This design comes from an exercise in tuning for small area, a short achievable clock period and few clock cycles on the open sky130 flow, not from production work.
No run shown here included a check of the RTL's function; only the layout flow was run.
Power and IR drop assume default switching activity.

==> run.sh <==
#!/bin/bash
# synth_recipe.tcl (not shown) runs the flow's synth.tcl, then flattens the netlist and writes it again
# the make line also repeats each setting of config.mk as NAME=value (left out here)
make -C /OpenROAD-flow-scripts/flow DESIGN_CONFIG=/design/flow/config.mk WORK_HOME=/design/flow/orfs CLKGATE_MAP_FILE= SYNTH_SCRIPT=/design/flow/synth_recipe.tcl finish
==> config.mk <==
export PLATFORM = sky130hd
export DESIGN_NAME = JAM
export DESIGN_NICKNAME = JAM
export VERILOG_FILES = /design/flow/design.v
export SDC_FILE = /design/flow/constraint.sdc
export NUM_CORES = 4
export LEC_CHECK = 0
export CAP_MARGIN = 20
export CORE_MARGIN = 2
export CORE_UTILIZATION = 40
export SETUP_SLACK_MARGIN = 3.2
export SLEW_MARGIN = 20
==> constraint.sdc <==
create_clock -name core_clock -period 6.0 [get_ports {CLK}]
set_input_delay 1.2000 -clock core_clock [delete_from_list [all_inputs] [get_ports {CLK}]]
set_output_delay 1.2000 -clock core_clock [all_outputs]
set_load 0.01 [all_outputs]
==> design.v <==
module JAM (
input CLK,
input RST,
output reg [2:0] W,
output reg [2:0] J,
input [6:0] Cost,
output reg [3:0] MatchCount,
output reg [9:0] MinCost,
output reg Valid );
reg [7:0] k;
always @(posedge CLK or posedge RST) begin
    if (RST) k <= 0;
    else if (k != 136) k <= k + 1'b1;
end
always @(*) begin
    W = k[5:3];
    J = k[2:0];
end
always @(posedge CLK or posedge RST) begin
    if (RST) Valid <= 1'b0;
    else if (k == 135) Valid <= 1'b1;
end
reg [447:0] m;    
reg [447:0] nx;
wire [7:0] km1 = k - 1'b1;
wire ld = (k >= 1) && (k <= 64);
integer i;
always @(*) begin
    for (i = 0; i < 64; i = i + 1)
        if (i % 8 != 7) nx[7*i +: 7] = m[7*(i+1) +: 7];
        else nx[7*i +: 7] = (ld && km1[5:3] == i / 8) ? Cost : m[7*(i-7) +: 7];
end
always @(posedge CLK) m <= nx;
reg [9:0] shp;
always @(posedge CLK or posedge RST) begin
    if (RST) shp <= 10'd1;
    else case (k)
        8'd67: shp <= 10'd2;
        8'd75: shp <= 10'd4;
        8'd83: shp <= 10'd8;
        8'd91: shp <= 10'd16;
        8'd99: shp <= 10'd32;
        8'd107: shp <= 10'd64;
        8'd115: shp <= 10'd128;
        8'd123: shp <= 10'd256;
        8'd127: shp <= 10'd512;
        default: ;
    endcase
end
wire [223:0] c;
assign c[0 +: 7] = nx[0 +: 7];
assign c[7 +: 7] = ({7{shp[0] | shp[1] | shp[3] | shp[4] | shp[5] | shp[6] | shp[7] | shp[8]}} & nx[7 +: 7])
    | ({7{shp[2] | shp[9]}} & nx[14 +: 7]);
assign c[14 +: 7] = ({7{shp[0] | shp[1] | shp[4]}} & nx[14 +: 7])
    | ({7{shp[2] | shp[3] | shp[5]}} & nx[21 +: 7])
    | ({7{shp[8]}} & nx[28 +: 7])
    | ({7{shp[6] | shp[7] | shp[9]}} & nx[42 +: 7]);
assign c[21 +: 7] = ({7{shp[0] | shp[6]}} & nx[21 +: 7])
    | ({7{shp[1] | shp[2] | shp[3] | shp[7] | shp[9]}} & nx[28 +: 7])
    | ({7{shp[4] | shp[5] | shp[8]}} & nx[35 +: 7]);
assign c[28 +: 7] = nx[56 +: 7];
assign c[35 +: 7] = ({7{shp[0] | shp[1] | shp[3] | shp[4] | shp[5] | shp[6] | shp[7] | shp[8]}} & nx[63 +: 7])
    | ({7{shp[2] | shp[9]}} & nx[70 +: 7]);
assign c[42 +: 7] = ({7{shp[0] | shp[1] | shp[4]}} & nx[70 +: 7])
    | ({7{shp[2] | shp[3] | shp[5]}} & nx[77 +: 7])
    | ({7{shp[8]}} & nx[84 +: 7])
    | ({7{shp[6] | shp[7] | shp[9]}} & nx[98 +: 7]);
assign c[49 +: 7] = ({7{shp[0] | shp[6]}} & nx[77 +: 7])
    | ({7{shp[1] | shp[2] | shp[3] | shp[7] | shp[9]}} & nx[84 +: 7])
    | ({7{shp[4] | shp[5] | shp[8]}} & nx[91 +: 7]);
assign c[56 +: 7] = nx[112 +: 7];
assign c[63 +: 7] = ({7{shp[0] | shp[1] | shp[3] | shp[4] | shp[5] | shp[6] | shp[7] | shp[8]}} & nx[119 +: 7])
    | ({7{shp[2] | shp[9]}} & nx[126 +: 7]);
assign c[70 +: 7] = ({7{shp[0] | shp[1] | shp[4]}} & nx[126 +: 7])
    | ({7{shp[2] | shp[3] | shp[5]}} & nx[133 +: 7])
    | ({7{shp[8]}} & nx[140 +: 7])
    | ({7{shp[6] | shp[7] | shp[9]}} & nx[154 +: 7]);
assign c[77 +: 7] = ({7{shp[0] | shp[6]}} & nx[133 +: 7])
    | ({7{shp[1] | shp[2] | shp[3] | shp[7] | shp[9]}} & nx[140 +: 7])
    | ({7{shp[4] | shp[5] | shp[8]}} & nx[147 +: 7]);
assign c[84 +: 7] = nx[168 +: 7];
assign c[91 +: 7] = ({7{shp[0] | shp[1] | shp[3] | shp[4] | shp[5] | shp[6] | shp[7] | shp[8]}} & nx[175 +: 7])
    | ({7{shp[2] | shp[9]}} & nx[182 +: 7]);
assign c[98 +: 7] = ({7{shp[0] | shp[1] | shp[4]}} & nx[182 +: 7])
    | ({7{shp[2] | shp[3] | shp[5]}} & nx[189 +: 7])
    | ({7{shp[8]}} & nx[196 +: 7])
    | ({7{shp[6] | shp[7] | shp[9]}} & nx[210 +: 7]);
assign c[105 +: 7] = ({7{shp[0] | shp[6]}} & nx[189 +: 7])
    | ({7{shp[1] | shp[2] | shp[3] | shp[7] | shp[9]}} & nx[196 +: 7])
    | ({7{shp[4] | shp[5] | shp[8]}} & nx[203 +: 7]);
assign c[112 +: 7] = ({7{shp[2] | shp[9]}} & nx[231 +: 7])
    | ({7{shp[3] | shp[5] | shp[6] | shp[7] | shp[8]}} & nx[238 +: 7])
    | ({7{shp[4]}} & nx[252 +: 7])
    | ({7{shp[0] | shp[1]}} & nx[266 +: 7]);
assign c[119 +: 7] = ({7{shp[1] | shp[4] | shp[7] | shp[8] | shp[9]}} & nx[245 +: 7])
    | ({7{shp[0] | shp[5] | shp[6]}} & nx[252 +: 7])
    | ({7{shp[2] | shp[3]}} & nx[259 +: 7]);
assign c[126 +: 7] = ({7{shp[0] | shp[1] | shp[6] | shp[7] | shp[9]}} & nx[259 +: 7])
    | ({7{shp[2] | shp[3] | shp[4] | shp[5] | shp[8]}} & nx[266 +: 7]);
assign c[133 +: 7] = nx[273 +: 7];
assign c[140 +: 7] = ({7{shp[2] | shp[9]}} & nx[287 +: 7])
    | ({7{shp[3] | shp[5] | shp[6] | shp[7] | shp[8]}} & nx[294 +: 7])
    | ({7{shp[4]}} & nx[308 +: 7])
    | ({7{shp[0] | shp[1]}} & nx[322 +: 7]);
assign c[147 +: 7] = ({7{shp[1] | shp[4] | shp[7] | shp[8] | shp[9]}} & nx[301 +: 7])
    | ({7{shp[0] | shp[5] | shp[6]}} & nx[308 +: 7])
    | ({7{shp[2] | shp[3]}} & nx[315 +: 7]);
assign c[154 +: 7] = ({7{shp[0] | shp[1] | shp[6] | shp[7] | shp[9]}} & nx[315 +: 7])
    | ({7{shp[2] | shp[3] | shp[4] | shp[5] | shp[8]}} & nx[322 +: 7]);
assign c[161 +: 7] = nx[329 +: 7];
assign c[168 +: 7] = ({7{shp[2] | shp[9]}} & nx[343 +: 7])
    | ({7{shp[3] | shp[5] | shp[6] | shp[7] | shp[8]}} & nx[350 +: 7])
    | ({7{shp[4]}} & nx[364 +: 7])
    | ({7{shp[0] | shp[1]}} & nx[378 +: 7]);
assign c[175 +: 7] = ({7{shp[1] | shp[4] | shp[7] | shp[8] | shp[9]}} & nx[357 +: 7])
    | ({7{shp[0] | shp[5] | shp[6]}} & nx[364 +: 7])
    | ({7{shp[2] | shp[3]}} & nx[371 +: 7]);
assign c[182 +: 7] = ({7{shp[0] | shp[1] | shp[6] | shp[7] | shp[9]}} & nx[371 +: 7])
    | ({7{shp[2] | shp[3] | shp[4] | shp[5] | shp[8]}} & nx[378 +: 7]);
assign c[189 +: 7] = nx[385 +: 7];
assign c[196 +: 7] = ({7{shp[2] | shp[9]}} & nx[399 +: 7])
    | ({7{shp[3] | shp[5] | shp[6] | shp[7] | shp[8]}} & nx[406 +: 7])
    | ({7{shp[4]}} & nx[420 +: 7])
    | ({7{shp[0] | shp[1]}} & nx[434 +: 7]);
assign c[203 +: 7] = ({7{shp[1] | shp[4] | shp[7] | shp[8] | shp[9]}} & nx[413 +: 7])
    | ({7{shp[0] | shp[5] | shp[6]}} & nx[420 +: 7])
    | ({7{shp[2] | shp[3]}} & nx[427 +: 7]);
assign c[210 +: 7] = ({7{shp[0] | shp[1] | shp[6] | shp[7] | shp[9]}} & nx[427 +: 7])
    | ({7{shp[2] | shp[3] | shp[4] | shp[5] | shp[8]}} & nx[434 +: 7]);
assign c[217 +: 7] = nx[441 +: 7];
localparam [23:0] PAIRS = {2'd2,2'd3, 2'd1,2'd3, 2'd1,2'd2, 2'd0,2'd3, 2'd0,2'd2, 2'd0,2'd1};
reg [7:0] su0 [0:3][0:5];
reg [7:0] su1 [0:3][0:5];
integer g, e;
always @(posedge CLK) begin
    for (g = 0; g < 4; g = g + 1)
        for (e = 0; e < 6; e = e + 1) begin
            su0[g][e] <= c[7*(8*g+PAIRS[4*e+2 +: 2]) +: 7] + c[7*(8*g+4+PAIRS[4*e +: 2]) +: 7];
            su1[g][e] <= c[7*(8*g+PAIRS[4*e +: 2]) +: 7] + c[7*(8*g+4+PAIRS[4*e+2 +: 2]) +: 7];
        end
end
reg [7:0] pa_v [0:3][0:5];
reg       pa_d [0:3][0:5];
always @(posedge CLK) begin
    for (g = 0; g < 4; g = g + 1)
        for (e = 0; e < 6; e = e + 1) begin
            pa_v[g][e] <= (su1[g][e] < su0[g][e]) ? su1[g][e] : su0[g][e];
            pa_d[g][e] <= (su1[g][e] == su0[g][e]);
        end
end
reg [8:0] ta [0:1][0:2];
reg [8:0] tb [0:1][0:2];
reg [2:0] na [0:1][0:2];
reg [2:0] nb [0:1][0:2];
integer h, q;
always @(posedge CLK) begin
    for (h = 0; h < 2; h = h + 1)
        for (q = 0; q < 3; q = q + 1) begin
            ta[h][q] <= pa_v[2*h][q] + pa_v[2*h+1][5-q];
            na[h][q] <= (pa_d[2*h][q] ? 3'd2 : 3'd1) << pa_d[2*h+1][5-q];
            tb[h][q] <= pa_v[2*h][5-q] + pa_v[2*h+1][q];
            nb[h][q] <= (pa_d[2*h][5-q] ? 3'd2 : 3'd1) << pa_d[2*h+1][q];
        end
end
reg [8:0] sp_v [0:1][0:2];
reg [3:0] sp_n [0:1][0:2];
always @(posedge CLK) begin
    for (h = 0; h < 2; h = h + 1)
        for (q = 0; q < 3; q = q + 1) begin
            sp_v[h][q] <= (tb[h][q] < ta[h][q]) ? tb[h][q] : ta[h][q];
            sp_n[h][q] <= (tb[h][q] < ta[h][q]) ? {1'b0, nb[h][q]} :
                          (tb[h][q] == ta[h][q]) ? {1'b0, na[h][q]} + {1'b0, nb[h][q]} : {1'b0, na[h][q]};
        end
end
reg [8:0] hb_v [0:1];
reg [3:0] hb_n [0:1];
reg lt01, lt02, lt12, eq01, eq02, eq12;
reg [3:0] n01, n02, n12, n012;
always @(posedge CLK) begin
    for (h = 0; h < 2; h = h + 1) begin
        lt01 = sp_v[h][0] < sp_v[h][1];
        lt02 = sp_v[h][0] < sp_v[h][2];
        lt12 = sp_v[h][1] < sp_v[h][2];
        eq01 = sp_v[h][0] == sp_v[h][1];
        eq02 = sp_v[h][0] == sp_v[h][2];
        eq12 = sp_v[h][1] == sp_v[h][2];
        n01 = sp_n[h][0] + sp_n[h][1];
        n02 = sp_n[h][0] + sp_n[h][2];
        n12 = sp_n[h][1] + sp_n[h][2];
        n012 = n01 + sp_n[h][2];
        if ((lt01 || eq01) && (lt02 || eq02)) begin
            hb_v[h] <= sp_v[h][0];
            hb_n[h] <= (eq01 && eq02) ? n012 : eq01 ? n01 : eq02 ? n02 : sp_n[h][0];
        end
        else if (!lt01 && (lt12 || eq12)) begin
            hb_v[h] <= sp_v[h][1];
            hb_n[h] <= eq12 ? n12 : sp_n[h][1];
        end
        else begin
            hb_v[h] <= sp_v[h][2];
            hb_n[h] <= sp_n[h][2];
        end
    end
end
reg [9:0] tot;
reg [3:0] totn;
always @(posedge CLK) begin
    tot <= hb_v[0] + hb_v[1];
    totn <= hb_n[0] * hb_n[1];
end
wire accum = (k >= 66) && (k < 136);
always @(posedge CLK or posedge RST) begin
    if (RST) begin
        MinCost <= 10'h3ff;
        MatchCount <= 0;
    end
    else if (accum) begin
        if (tot < MinCost) begin
            MinCost <= tot;
            MatchCount <= totn;
        end
        else if (tot == MinCost) MatchCount <= MatchCount + totn;
    end
end
endmodule
==> flow_summary.json, run 1 <==
{
  "finalSetupViolations": 0,
  "placementRows": 142,
  "grt_max_degree": 34,
  "synth_top_area_frac": 0.436,
  "finalHoldViolCount": 0,
  "cts_buffers": 139,
  "switching_power_uw": 4930,
  "dieArea_um2": 154000,
  "synth_area_um2": 60200,
  "drc": 0,
  "path_delay_family": "compound AO/OA/AOI/OAI gates",
  "io_pins": 30,
  "yosysUniqueCellTypes": 85,
  "tightest_slew_ps": 1110,
  "via_per_inst": 5.19,
  "yosysSeqAreaShare": 0.450,
  "fin_nets": 7128,
  "cts.sinks": 1343,
  "cts.clk_slew.worst_paths_ps": 60,
  "clk-insertion-delay-late_ps": 780,
  "worstSetupPathType": "reg -> reg",
  "grt_pass1_vias": 43082,
  "async_flop_share": 0.0246,
  "ff_latch_area_um2": 27100,
  "rsz0062_at_grt": "yes",
  "portBuffers": 29,
  "multiInputGateArea_um2": 35200,
  "yosysTopAreaCell": "dfxtp_1",
  "routabilityCongestion": 0.919,
  "synth_common_cells": "1310 x dfxtp_1, 797 x ha_1, 660 x inv_1, 358 x a21oi_1, 337 x mux2_2",
  "leakage_uw": 0.0359,
  "synth-edff-count": 0,
  "yosysWarnings": 13,
  "slew_headroom": 0.257,
  "synth.area.top_cells": "dfxtp_1 44%, ha_1 17%, mux2_2 6.3%",
  "pwr-share-seq": 0.476,
  "ys.flop_type": "dfxtp_1",
  "routedWlPerCell_um": 21.3,
  "fp.dieH_um": 392,
  "post-route-min-period_ps": 3490,
  "p_int_uw": 15300,
  "crit_path_frequent_cell": "a21o_1",
  "grt_pass1_wl_mm": 260,
  "cp_max_fo": 5,
  "cts_tree": "done",
  "dpl-instance-area_um2": 63900,
  "grtUsageTotal": 0.227,
  "drt_first_pass_iters": 9,
  "vias": 43449,
  "fill_cells": 12789,
  "drt-total-wl_mm": 178,
  "crit_slowest_cell": "or4_4",
  "required_ps": 6650,
  "synth_most_common_cell": "dfxtp_1",
  "setup_tns_ps": 0,
  "clockPowerShare": 0.432,
  "slew_viol_final": 0,
  "critPathMaxStageDelay_ps": 590,
  "p_per_area_nw_per_um2": 261,
  "hold_buffers": 0,
  "antenna_found_initial": 30,
  "final_util": 0.518,
  "die_w_um": 392,
  "min_path_type": "reg -> reg",
  "start_util": 0.402,
  "fin_crit_sh": 0.582,
  "root_buffer": "clkbuf_16",
  "status": "complete, no violations",
  "syn2layout_area_growth_pct": 28.8,
  "cp-end-kind": "flop",
  "path_cells": "or4_4 > nor3_4 > buf_4 > o2111ai_4 > buf_12 > mux2_4 > xor2_2 > ha_4 > a21o_1 > a21o_1 > a221o_1 > a31oi_1 > xnor2_1",
  "fmax_mhz": 286,
  "placeableCoreArea_um2": 150000,
  "finClkSkew_ps": 35.7,
  "start_kind": "flop",
  "htree_levels": 4,
  "syn-num-nets": 6488,
  "ant_nets": 0,
  "syn_area_per_cell_um2": 10.7,
  "drive_gt1_frac": 0.310,
  "swShare": 0.244,
  "crit_buf_inv": 2,
  "irDropWorstVdd_mv": 0.332,
  "power_frac_comb": 0.092,
  "drtIter0Drc": 3209,
  "maxCapViolations": 0,
  "post_synth_inst_count": 5614,
  "design_area_um2": 77500,
  "grt-ovfl-total": 0,
  "holdWs_ps": 323,
  "synth_seq_cells": 1343,
  "cts_buffer_depth": 3,
  "arrival_ps": 4150,
  "dpl.hpwl_mm": 126
}
==> per-stage QoR <==
step | instances | worst slack [ps] | total power (uW)
floorplan | 5614 | 2550 | 11000
global route | 8370 | 2390 | 21000
CTS | 8238 | 2540 | 20300
finish | 8374 | 2510 | 20200
detailed placement | 7587 | 1760 | 11500
global placement | 7587 | 1820 | 11500
==> placed cells by master (no fill, tap or decap), drive strengths merged, types with 53 or more instances in the layout <==
master  count
ha        797
nand2     225
inv       664
buf       553
o21ai     247
dfxtp    1310
xor2       97
nor2      120
nand4      70
a22oi      53
nand2b     85
o21bai    104
a222oi     81
mux2      340
a21oi     361
xnor2     285
nor2b      89
clkbuf    188
fa         68
a22o       54
a21o      187
==> logic make-up (layout without fill, tap and decap cells) <==
family          count (synthesis)  after routing  synth area share
fa+ha+maj                     871            871             0.189
simple gates                  676            691            0.0557
compound gates               1212           1216             0.133
xor+xnor                      383            383            0.0560
flops                        1343           1343             0.450
buf+inv                       762           1483            0.0483
mux                           367            367            0.0684
other cells                     0              4                 0
==> layer usage <==
metal	up-vias	global-route usage	part of all wire
met5	-	0	0.00023
met4	6	0.0927	0.041
met3	379	0.0383	0.063
met2	1272	0.357	0.44
met1	21001	0.307	0.45
li1	20791	-	-
==> timing repair <==
| action | in CTS | in global routing |
|---|---|---|
| gates resized for setup | 644 | 323 |
| pin swaps | 417 | 402 |
| gates cloned | 19 | 4 |
| setup endpoints to repair | 478 | 343 |
| setup buffers | 391 | 128 |
==> layout make-up <==
cell class	count	share of cell area
diodes	4	0.000129
clock buffers	184	0.0506
clock inverters	57	0.00923
inverters	663	0.0329
multi-input cells	3528	0.454
flip-flops and latches	1343	0.350
well taps	2016	0.0325
repair buffers	579	0.0707
==> registers in the layout (all words and copies together), names as in the netlist, 10 cells and up <==
signal and count:
pa_d 24, tb 54, su0 192, hb_v 18
shp 10, nb 18, su1 192, sp_n 24
ta 54, pa_v 192, sp_v 54, m 448
tot 10, na 18, MinCost 10
==> final timing paths <==
check | startpoint | to | slack (ps) | depth (start not counted)
max in group asynchronous | RST | k[4]$_DFFE_PP0N_ | 4640 | 3
min | m[234]$_DFF_P_ | m[227]$_DFF_P_ | 320 | 0
max | k[4]$_DFFE_PP0N_ | su0[14][6]$_DFF_P_ | 2510 | 13
max reg2reg | k[4]$_DFFE_PP0N_ | su0[14][6]$_DFF_P_ | 2510 | 13
min reg2reg | m[234]$_DFF_P_ | m[227]$_DFF_P_ | 320 | 0
min in group asynchronous | RST | MatchCount[1]$_DFFE_PP0P_ | 870 | 3
==> power by group through the flow <==
| stage | registers [uW] | clock network, uW | logic [uW] |
|---|---|---|---|
| 6_report | 9640 | 8750 | 1850 |
| 4_1_cts | 9630 | 8900 | 1790 |
| 5_1_grt | 9670 | 9280 | 2060 |
| 2_1_floorplan | 9690 | 0 | 1270 |
| 3_3_place_gp | 9810 | 0 | 1660 |
| 3_5_place_dp | 9820 | 0 | 1680 |
==> run 2, diff against run 1 <==
--- a/config.mk
+++ b/config.mk
@@ -9,4 +9,4 @@
 export CORE_MARGIN = 2
 export CORE_UTILIZATION = 40
-export SETUP_SLACK_MARGIN = 3.2
+export SETUP_SLACK_MARGIN = 3.5
 export SLEW_MARGIN = 20
==> flow_summary.json, run 2 <==
{
  "ant_nets": 0,
  "p_per_area_nw_per_um2": 262,
  "routedWlPerCell_um": 21.8,
  "crit-reg2reg-launch": "k[3]$_DFFE_PP0N_",
  "status": "complete, no violations",
  "required_ps": 6720,
  "mostFrequentLayoutCells": "1294 x dfxtp_1, 634 x ha_1, 549 x inv_1",
  "via_per_inst": 5.21,
  "syn-num-nets": 6488,
  "tightest_slew_ps": 1040,
  "finalHoldViolCount": 0,
  "cp_max_fo": 6,
  "synth-edff-count": 0,
  "hold_buffers": 0,
  "grt_max_degree": 34,
  "synth_most_common_cell": "dfxtp_1",
  "yosysWarnings": 13,
  "die_w_um": 392,
  "placementRows": 142,
  "clk-insertion-delay-late_ps": 790,
  "drive_gt1_frac": 0.336,
  "grt-ovfl-total": 0,
  "finalSetupViolations": 0,
  "finClkSkew_ps": 36.0,
  "async_flop_share": 0.0246,
  "synth_top_area_frac": 0.436,
  "cts_tree": "done",
  "dp_slack_ps": 1760,
  "leakage_uw": 0.0370,
  "grt_pass1_vias": 43404,
  "drc": 0,
  "slew_headroom": 0.304,
  "cts_buffers": 140,
  "worstSetupPathType": "reg -> reg",
  "synth_area_um2": 60200,
  "drtIter0Drc": 3177,
  "dieArea_um2": 154000,
  "root_buffer": "clkbuf_16",
  "placeableCoreArea_um2": 150000,
  "maxCapViolations": 0,
  "rsz0062_at_grt": "yes",
  "cts.clk_slew.worst_paths_ps": 60,
  "yosysSeqAreaShare": 0.450,
  "cp-end-kind": "flop",
  "fmax_mhz": 284,
  "synth.area.top_cells": "dfxtp_1 44%, ha_1 17%, mux2_2 6.3%",
  "syn2layout_area_growth_pct": 32.7,
  "start_kind": "flop",
  "fp.dieH_um": 392,
  "slew_viol_final": 0,
  "htree_levels": 4,
  "dpl.hpwl_mm": 126,
  "mostFrequentLayoutCell": "dfxtp_1",
  "yosysTopAreaCell": "dfxtp_1",
  "largest-register": "m",
  "drt_first_pass_iters": 8,
  "io_pins": 30,
  "rr_worst_depth": 13,
  "min_path_type": "reg -> reg",
  "yosysUniqueCellTypes": 85,
  "fin_ws_ps": 2470,
  "setup_tns_ps": 0,
  "post_synth_inst_count": 5614,
  "grt_pass1_wl_mm": 264,
  "post-route-min-period_ps": 3530,
  "fin_crit_sh": 0.588,
  "fin_nets": 7200,
  "crit_path_end": "su0[17][6]$_DFF_P_",
  "vias": 44049,
  "portBuffers": 29,
  "antenna_found_initial": 31,
  "start_util": 0.402,
  "synth_common_cells": "1310 x dfxtp_1, 797 x ha_1, 660 x inv_1, 358 x a21oi_1, 337 x mux2_2",
  "syn_area_per_cell_um2": 10.7,
  "ys.flop_type": "dfxtp_1",
  "cts.sinks": 1343,
  "design_area_um2": 79900,
  "rrSetupSlack_ps": 2470,
  "synth_seq_cells": 1343,
  "largest_reg_flops": 448,
  "reg2reg_to": "su0[17][6]$_DFF_P_",
  "routabilityCongestion": 0.920,
  "drt-total-wl_mm": 184,
  "arrival_ps": 4250,
  "power_uw": 21000,
  "crit_start": "k[3]$_DFFE_PP0N_",
  "cts_buffer_depth": 3,
  "grtUsageTotal": 0.229,
  "irDropWorstVdd_mv": 0.307,
  "dpl-instance-area_um2": 64200
}
-- run 2: cell counts after synthesis --
No cell type changed its count.
-- run 2: kinds of logic after synthesis --
logic type / synth area share
DFF: 0.450
AOI/OAI and AO/OA: 0.133
adders and majority gates: 0.189
buffers and inverters: 0.0483
and+or+nand+nor: 0.0557
xor gates and xnor gates: 0.0560
muxes: 0.0684
-- run 2: layout make-up --
class | instances | area, um2
antenna | 2 | 5.00
clock buffer | 186 | 3940
clock inverter | 63 | 840
fill | 12465 | 69700
inverter | 663 | 2570
multi-input combinational | 3534 | 36500
sequential | 1343 | 27100
tap | 2016 | 2520
timing repair buffer | 644 | 6360
-- run 2: layer usage --
layer	GRT usage	share of wire
met2	0.355	0.44
met5	0	0.00067
met1	0.312	0.45
met3	0.0427	0.069
met4	0.101	0.045
-- run 2: what timing repair did --
action                     CTS  global route
gates cloned                24             7
pin swaps                  447           400
buffers inserted           434           157
gates resized for setup    810           448
setup endpoints to repair  533           514
-- run 2: per-stage QoR --
stage                     utilization  std cells  hold WS (ps)
final                           0.534       8451           326
after global routing            0.534       8450           328
after CTS                       0.510       8285           326
after detailed placement        0.429       7578           312
after global placement          0.429       7578           311
after floorplan                     -       5614           310
-- run 2: power breakdown --
group	leakage [uW]	switching, uW	total (uW)	internal [uW]
Clock	0.00235	3710	9010	5300
Combinational	0.0235	1150	2310	1150
Sequential	0.0112	304	9650	9350
-- run 2: how the worst min path moves through the flow --
| stage | startpoint | to | cells after the start |
|---|---|---|---|
| floorplan | m[231]$_DFF_P_ | m[224]$_DFF_P_ | 0 |
| global placement | m[400]$_DFF_P_ | m[393]$_DFF_P_ | 0 |
| CTS | m[400]$_DFF_P_ | m[393]$_DFF_P_ | 0 |
| finish | m[288]$_DFF_P_ | m[281]$_DFF_P_ | 0 |
| global route | m[343]$_DFF_P_ | m[336]$_DFF_P_ | 0 |
| detailed placement | m[288]$_DFF_P_ | m[281]$_DFF_P_ | 0 |
-- run 2: worst max-delay path, stage by stage (launching register included) --
cell       delay, ps
dfrtp_4          500
or4_4            570
o22ai_2          290
o2111ai_4        170
buf_12           190
mux2_4           340
buf_6            150
xnor2_4          120
ha_4             160
a21oi_2          160
o21ai_1          130
a221o_1          330
a31oi_2          200
xnor2_1          130
==> run 3, diff against run 2 <==
--- a/design.v
+++ b/design.v
@@ -13,7 +13,12 @@
     else if (k != 136) k <= k + 1'b1;
 end
+reg [5:0] addr;
+always @(posedge CLK or posedge RST) begin
+    if (RST) addr <= 0;
+    else addr <= addr + 1'b1;
+end
 always @(*) begin
-    W = k[5:3];
-    J = k[2:0];
+    W = addr[5:3];
+    J = addr[2:0];
 end
 always @(posedge CLK or posedge RST) begin
@@ -23,11 +28,14 @@
 reg [447:0] m;    
 reg [447:0] nx;
-wire [7:0] km1 = k - 1'b1;
-wire ld = (k >= 1) && (k <= 64);
+reg [7:0] ldw;    
 integer i;
+always @(posedge CLK or posedge RST) begin
+    if (RST) ldw <= 0;
+    else for (i = 0; i < 8; i = i + 1) ldw[i] <= (k < 64) && (k[5:3] == i);
+end
 always @(*) begin
     for (i = 0; i < 64; i = i + 1)
         if (i % 8 != 7) nx[7*i +: 7] = m[7*(i+1) +: 7];
-        else nx[7*i +: 7] = (ld && km1[5:3] == i / 8) ? Cost : m[7*(i-7) +: 7];
+        else nx[7*i +: 7] = ldw[i / 8] ? Cost : m[7*(i-7) +: 7];
 end
 always @(posedge CLK) m <= nx;
--- a/config.mk
+++ b/config.mk
@@ -8,5 +8,5 @@
 export CAP_MARGIN = 20
 export CORE_MARGIN = 2
-export CORE_UTILIZATION = 40
-export SETUP_SLACK_MARGIN = 3.5
+export CORE_UTILIZATION = 65
+export SETUP_SLACK_MARGIN = 3.2
 export SLEW_MARGIN = 20
==> flow_summary.json, run 3 <==
{
  "place_inst": 6690,
  "root_buffer": "clkbuf_16",
  "fin_crit_sh": 0.580,
  "tightest_slew_ps": 1130,
  "yosysTopAreaCell": "dfxtp_1",
  "grt_pass1_vias": 43578,
  "grt_pass1_wl_mm": 255,
  "grtUsageTotal": 0.362,
  "htree_levels": 4,
  "leakage_uw": 0.0356,
  "async_flop_share": 0.0346,
  "die_w_um": 307,
  "synth_most_common_cell": "dfxtp_1",
  "syn_area_per_cell_um2": 10.8,
  "start_kind": "flop",
  "worstSetupPathType": "reg -> reg",
  "portBuffers": 29,
  "p_per_area_nw_per_um2": 280,
  "path_delay_family": "compound AO/OA/AOI/OAI gates",
  "yosysWarnings": 13,
  "synth_area_um2": 59800,
  "via_per_inst": 6.07,
  "yosysSeqAreaShare": 0.459,
  "largest_reg_flops": 448,
  "fin_nets": 7048,
  "synth_top_area_frac": 0.439,
  "synth_seq_cells": 1357,
  "finClkSkew_ps": 33.6,
  "grt-ovfl-total": 0,
  "cp_max_fo": 6,
  "setup_tns_ps": 0,
  "drt-total-wl_mm": 188,
  "io_pins": 30,
  "fmax_mhz": 287,
  "start_util": 0.654,
  "drtIter0Drc": 4512,
  "antenna_found_initial": 28,
  "syn-num-nets": 6448,
  "critPathMaxStageDelay_ps": 590,
  "final_cells": 7459,
  "rsz0062_at_grt": "yes",
  "cts_buffers": 140,
  "post-route-min-period_ps": 3480,
  "grt_max_degree": 48,
  "drc": 0,
  "status": "complete, no violations",
  "synth_common_cells": "1310 x dfxtp_1, 817 x ha_1, 651 x inv_1, 364 x a21oi_1, 309 x mux2_2",
  "routabilityCongestion": 0.976,
  "irDropWorstVdd_mv": 0.362,
  "clk-insertion-delay-late_ps": 780,
  "required_ps": 6640,
  "cp-end-kind": "flop",
  "min_path_type": "reg -> reg",
  "arrival_ps": 4130,
  "ys.flop_type": "dfxtp_1",
  "synth.area.top_cells": "dfxtp_1 44%, ha_1 17%, mux2_2 5.8%",
  "cts.sinks": 1357,
  "finalSetupViolations": 0,
  "vias": 45250,
  "maxCapViolations": 0,
  "dieArea_um2": 94400,
  "synth-edff-count": 0,
  "cts_buffer_depth": 3,
  "placementRows": 111,
  "slew_viol_final": 0,
  "routedWlPerCell_um": 25.2,
  "drive_gt1_frac": 0.282,
  "post_synth_inst_count": 5546,
  "crit_buf_inv": 4,
  "mostFrequentLayoutCells": "1310 x dfxtp_1, 663 x ha_1, 556 x inv_1",
  "syn2layout_area_growth_pct": 25.3,
  "dpl.hpwl_mm": 117,
  "ant_nets": 0,
  "yosysUniqueCellTypes": 70,
  "slew_headroom": 0.238,
  "crit_slowest_cell": "a222oi_1",
  "largest-register": "m",
  "finalHoldViolCount": 0,
  "drt_first_pass_iters": 10,
  "placeableCoreArea_um2": 91400,
  "cts_tree": "done",
  "hold_buffers": 0,
  "fp.dieH_um": 307,
  "path_cells": "buf_6 > or2_4 > buf_12 > a222oi_1 > inv_2 > buf_12 > ha_4 > a21o_1 > a21oi_2 > o21bai_1 > a21oi_2 > nor2b_1 > o21ai_1 > nand2b_1",
  "mostFrequentLayoutCell": "dfxtp_1",
  "cts.clk_slew.worst_paths_ps": 60
}
-- run 3: final timing paths --
path	cells after the start	from	slack (ps)	endpoint
worst max-delay path	14	shp[3]$_DFFE_PP0P_	2520	su1[21][7]$_DFF_P_
worst min-delay path	0	m[347]$_DFF_P_	330	m[340]$_DFF_P_
worst max register to register	14	shp[3]$_DFFE_PP0P_	2520	su1[21][7]$_DFF_P_
worst min register to register	0	m[347]$_DFF_P_	330	m[340]$_DFF_P_
max in group asynchronous	3	RST	4430	shp[6]$_DFFE_PP0P_
min in group asynchronous	3	RST	980	addr[4]$_DFF_PP0_
-- run 3: routing by layer --
| layer | global-route usage | share of wire |
|---|---|---|
| met5 | 0 | 0.00039 |
| met4 | 0.190 | 0.071 |
| met3 | 0.0907 | 0.10 |
| met2 | 0.547 | 0.42 |
| met1 | 0.478 | 0.40 |
-- run 3: worst reg2reg max path: stages, from the launching register on --
cell	delay (ps)
dfrtp_2	440
buf_6	160
or2_4	350
buf_12	170
a222oi_1	590
inv_2	140
buf_12	180
ha_4	230
a21o_1	170
a21oi_2	200
o21bai_1	150
a21oi_2	240
nor2b_1	100
o21ai_1	180
nand2b_1	70
-- run 3: logic make-up (layout without fill, tap and decap cells) --
kind of cell | Yosys count | in the layout | synth area share
DFF | 1357 | 1357 | 0.459
AOI/OAI and AO/OA | 1126 | 1126 | 0.123
adders and majority gates | 893 | 893 | 0.196
and+or+nand+nor | 760 | 776 | 0.0624
buffers and inverters | 737 | 1435 | 0.0468
xor gates and xnor gates | 342 | 342 | 0.0501
muxes | 331 | 331 | 0.0625
other | 0 | 13 | 0
-- run 3: layout make-up --
cell class              instances  area (um2)
multi-input cells            3468       33600
flip-flops and latches       1357       27400
fillers                      5058       16500
repair buffers                527        4940
clock buffers                 194        4110
inverters                     652        2510
well taps                    1186        1480
clock inverters                62         818
diodes                         13        32.5
-- run 3: metrics by stage --
stage          setup slack, ps  utilization  hold WS (ps)  cell area (um2)  power [uW]
2_1_floorplan             3130            -           310            60100       11300
3_3_place_gp              1670        0.674           310            61600       11800
3_5_place_dp              1610        0.674           312            61600       11900
4_1_cts                   2970        0.789           325            72100       20900
5_1_grt                   2540        0.820           332            74900       21600
6_report                  2520        0.820           328            74900       21000
-- run 3: where the power goes --
group	total, uW	internal, uW	switching, uW
Clock	9190	5440	3750
Sequential	9800	9480	319
Combinational	2000	862	1130
-- run 3: timing repair --
action,CTS,global route
resized for setup,625,325
buffers inserted,343,135
gates cloned,20,2
pin swaps,372,403
endpoints found under the setup margin,322,221

[separate check: timing with driven ports]
The flow's constraints put no driver on any port. The routed layouts listed below were extracted and timed again, unchanged, in two steps.
Step 1 (the two cells are an assumption about what drives the block):
set clk [get_ports {CLK}]
set_driving_cell -lib_cell sky130_fd_sc_hd__clkbuf_16 $clk
set_driving_cell -lib_cell sky130_fd_sc_hd__buf_2 [delete_from_list [all_inputs] $clk]
Step 2 times the ports against the registers' clock, not the clock port: input delays grow and output delays shrink by t, the midpoint of the rising clock arrivals with the driver on.
a / b / c = ideal / step 1 / step 2; a / b = the first two.
| run | t, ns | setup slack, ns | clock arrival spread, ns | slew at the worst register clock pin (ns) | worst slew at a driven data input, ns |
|---|---|---|---|---|---|
| run 1 | 0.839 | 2.506 / 2.506 / 2.107 | 0.039 / 0.039 | 0.07 / 0.07 | 0.07 |
| run 2 | 0.845 | 2.473 / 2.473 / 1.668 | 0.036 / 0.036 | 0.07 / 0.07 | 0.07 |
| run 3 | 0.837 | 2.519 / 2.519 / 2.236 | 0.041 / 0.041 | 0.07 / 0.07 | 0.03 |
After both steps setup and hold are still met in every run listed. The setup slack of run 2, which loses most, moves by 0.000 ns with the drivers and by -0.805 ns with both steps.
